What follows belongs to an exercise in optimizing a design on an open flow for small area; a production flow would make more cautious choices.
The RTL was checked by simulation tests, not by an equivalence proof against the original design. The clock port is modelled as an ideal driver; clocking choices that lean on that would not hold on a real chip.

before:
==> flow/design.v <==
module moving_average_accumulator #(
    parameter integer Exponent = 5,   
    parameter integer DataWidth = 16
) (
    input wire clk,
    input wire reset,
    input wire unsigned [DataWidth-1:0] d_in,
    output reg unsigned [DataWidth-1:0] d_out
);
  reg [15:0] sample_buffer[31];
  reg [15:0] old_n;
  reg [4:0] age;
  reg [8:0] lo;         
  reg carry_b;   
  reg [7:0] hi_delta;
  wire oldest_valid = &age;
  wire age_in = ~(age[4] ^ age[2]) | (age == 5'b01111);
  integer i;
  always_ff @(posedge clk) begin
    sample_buffer[0] <= d_in;
    for (i = 1; i < 31; i++) begin
      sample_buffer[i] <= sample_buffer[i-1];
    end
  end
  wire [8:0] ls = lo ^ d_in[8:0] ^ old_n[8:0];
  wire [8:0] lc = (lo & d_in[8:0]) | (lo & old_n[8:0]) | (d_in[8:0] & old_n[8:0]);
  wire lc_top = (lo[8] | d_in[8]) & (lo[8] | old_n[8]) & (d_in[8] | old_n[8]);
  wire [9:0] lr;
  wire [8:0] lsum;
  assign lr[0] = 1'b1;
  genvar g;
  generate
    for (g = 0; g < 9; g = g + 1) begin : g_lo
      wire a = ls[g];
      wire b = (g == 0) ? 1'b0 : lc[g-1];
      assign lsum[g] = a ^ b ^ lr[g];
      assign lr[g+1] = (a & b) | (a & lr[g]) | (b & lr[g]);
    end
  endgenerate
  wire [7:0] hx = {d_in[15], d_in[15:9]};
  wire [7:0] ho = {old_n[15], old_n[15:9]};
  wire [8:0] hr;
  wire [7:0] hsum;
  assign hr[0] = lc_top;
  generate
    for (g = 0; g < 8; g = g + 1) begin : g_hd
      assign hsum[g] = hx[g] ^ ho[g] ^ hr[g];
      assign hr[g+1] = (hx[g] | ho[g]) & (hx[g] | hr[g]) & (ho[g] | hr[g]);
    end
  endgenerate
  wire [11:0] hh = d_out[15:4];
  wire [11:0] hd = {{4{hi_delta[7]}}, hi_delta};
  wire [12:0] ur;
  wire [11:0] usum;
  assign ur[0] = carry_b;
  generate
    for (g = 0; g < 12; g = g + 1) begin : g_hi
      assign usum[g] = hh[g] ^ hd[g] ^ ur[g];
      assign ur[g+1] = (hh[g] | hd[g]) & (hh[g] | ur[g]) & (hd[g] | ur[g]);
    end
  endgenerate
  always_ff @(posedge clk or posedge reset) begin
    if (reset) begin
      d_out    <= '0;
      old_n    <= '1;
      lo       <= '0;
      carry_b  <= 1'b1;
      hi_delta <= '1;
      age      <= 5'b11110;
    end else begin
      lo       <= lsum;
      old_n    <= ~(sample_buffer[30] & {16{oldest_valid}});
      carry_b  <= lr[9];
      hi_delta <= hsum;
      d_out    <= {usum, lo[8:5]};
      age      <= {age[3:0], age_in};
    end
  end
endmodule
Settings: LEC_CHECK=0, CAP_MARGIN=20, CORE_MARGIN=2, CORE_UTILIZATION=40, SLEW_MARGIN=20; clock period 6.0 ns.
standard.sh (not shown) runs the stock make flow with config.mk's settings and CLKGATE_MAP_FILE= SYNTH_SCRIPT=/design/flow/synth_recipe.tcl, a recipe that flattens the netlist after the stock synthesis.
==> flow/flow/run.sh <==
#!/bin/bash
# Standard ORFS layout (the standard.sh), with two changes:
#  - ports are buffered with the smallest buffer, sky130_fd_sc_hd__buf_1;
#  - clock tree synthesis clusters up to 35 flip-flops within 70 um per sky130_fd_sc_hd__clkbuf_16
#    and inserts no dummy loads.
set -euo pipefail
export BUFFER_PORTS_ARGS="-buffer_cell sky130_fd_sc_hd__buf_1"
export CTS_ARGS="-sink_clustering_enable -repair_clock_nets -sink_clustering_size 35 -sink_clustering_max_diameter 70 -buf_list sky130_fd_sc_hd__clkbuf_16 -dont_use_dummy_load"
bash standard.sh finish > standard.log 2>&1
Edits applied to the flow inputs when going from before to after:
==> flow/design.v <==
module moving_average_accumulator #(
    parameter integer Exponent = 5,   
    parameter integer DataWidth = 16
) (
    input wire clk,
    input wire reset,
    input wire unsigned [DataWidth-1:0] d_in,
    output reg unsigned [DataWidth-1:0] d_out
);
  reg [15:0] sample_buffer[31];
  reg [15:0] old_n;
  reg [4:0] count;
  reg full;
  reg [8:0] lo;         
  reg carry_b;   
  reg [7:0] hi_delta;
  wire oldest_valid = full | (&count);
  integer i;
  always_ff @(posedge clk) begin
    sample_buffer[0] <= d_in;
    for (i = 1; i < 31; i++) begin
      sample_buffer[i] <= sample_buffer[i-1];
    end
  end
  wire [8:0] ls = lo ^ d_in[8:0] ^ old_n[8:0];
  wire [8:0] lc = (lo & d_in[8:0]) | (lo & old_n[8:0]) | (d_in[8:0] & old_n[8:0]);
  wire [9:0] lr;
  wire [8:0] lsum;
  assign lr[0] = 1'b1;
  genvar g;
  generate
    for (g = 0; g < 9; g = g + 1) begin : g_lo
      wire a = ls[g];
      wire b = (g == 0) ? 1'b0 : lc[g-1];
      assign lsum[g] = a ^ b ^ lr[g];
      assign lr[g+1] = (a & b) | (a & lr[g]) | (b & lr[g]);
    end
  endgenerate
  wire [7:0] hx = {d_in[15], d_in[15:9]};
  wire [7:0] ho = {old_n[15], old_n[15:9]};
  wire [8:0] hr;
  wire [7:0] hsum;
  assign hr[0] = lc[8];
  generate
    for (g = 0; g < 8; g = g + 1) begin : g_hd
      assign hsum[g] = hx[g] ^ ho[g] ^ hr[g];
      assign hr[g+1] = (hx[g] & ho[g]) | (hx[g] & hr[g]) | (ho[g] & hr[g]);
    end
  endgenerate
  wire [11:0] hh = d_out[15:4];
  wire [11:0] hd = {{4{hi_delta[7]}}, hi_delta};
  wire [12:0] ur;
  wire [11:0] usum;
  assign ur[0] = carry_b;
  generate
    for (g = 0; g < 12; g = g + 1) begin : g_hi
      assign usum[g] = hh[g] ^ hd[g] ^ ur[g];
      assign ur[g+1] = (hh[g] & hd[g]) | (hh[g] & ur[g]) | (hd[g] & ur[g]);
    end
  endgenerate
  always_ff @(posedge clk or posedge reset) begin
    if (reset) begin
      d_out    <= '0;
      old_n    <= '1;
      lo       <= '0;
      carry_b  <= 1'b1;
      hi_delta <= '1;
      count    <= '0;
      full     <= 1'b0;
    end else begin
      lo       <= lsum;
      old_n    <= ~(sample_buffer[30] & {16{oldest_valid}});
      carry_b  <= lr[9];
      hi_delta <= hsum;
      d_out    <= {usum, lo[8:5]};
      count    <= count + 1'b1;
      if (&count) full <= 1'b1;
    end
  end
endmodule
### Flow results
[after] cell area rose 0.64% relative to before
Worst setup path category = primary input to flop: before; worst setup path category = flop to flop: after
The lower maximum clock frequency came out of before.
before vs after, start point of the critical path: d_in[0] vs d_out[4]$_DFF_PP0_
| routed wire length | after vs before | about 9% lower |
before -> after: multi-input gate count increased by a little under 10%
after and before ended up with nearly the same area growth from synthesis to layout.
The area fraction of clock buffers and clock inverters was comparable across after and before.
Multi-input logic portion of the cell area: after vs before — no meaningful difference
On worst setup slack: between after and before, it ends up lower for before.
after ended with every stage complete and zero timing, DRC or antenna violations.
For the total global-route track usage, after came in 0.89 points lower than before did.
Compared with before, in after final RePlAce weighted congestion decreased by about 0.65% relative to the old numbers; detail-routed net length per standard cell decreased by about 11% relative to the old numbers.

==> re-timing with driven ports <==
Ports are ideal in the flow. The routed layouts listed here were re-timed in OpenROAD. Step 1 assumes that a clkbuf_16 drives the clock port and a buf_2 every other input. Step 2, shift: input delay + t, output delay - t, t = (earliest + latest rising clock arrival at the registers) / 2. This alone moves slack from input paths to output paths. Three values: ideal, step 1, step 2; two values: the first two.
| run | shift t [ns] | setup WS [ns] | worst setup path at the end | worst register clock-pin slew, ns | pins driven straight from the clock port |
|---|---|---|---|---|---|
| before | 0.554 | 0.814 / 0.836 / 0.282 | input to register | 0.12 / 0.12 | 1 |
| after | 0.561 | 1.241 / 1.241 / 0.766 | input to register | 0.12 / 0.12 | 1 |
After both steps every run listed still meets setup and hold. For before, which loses most, drivers alone change the setup slack by +0.022 ns; drivers and shift together by -0.532 ns.
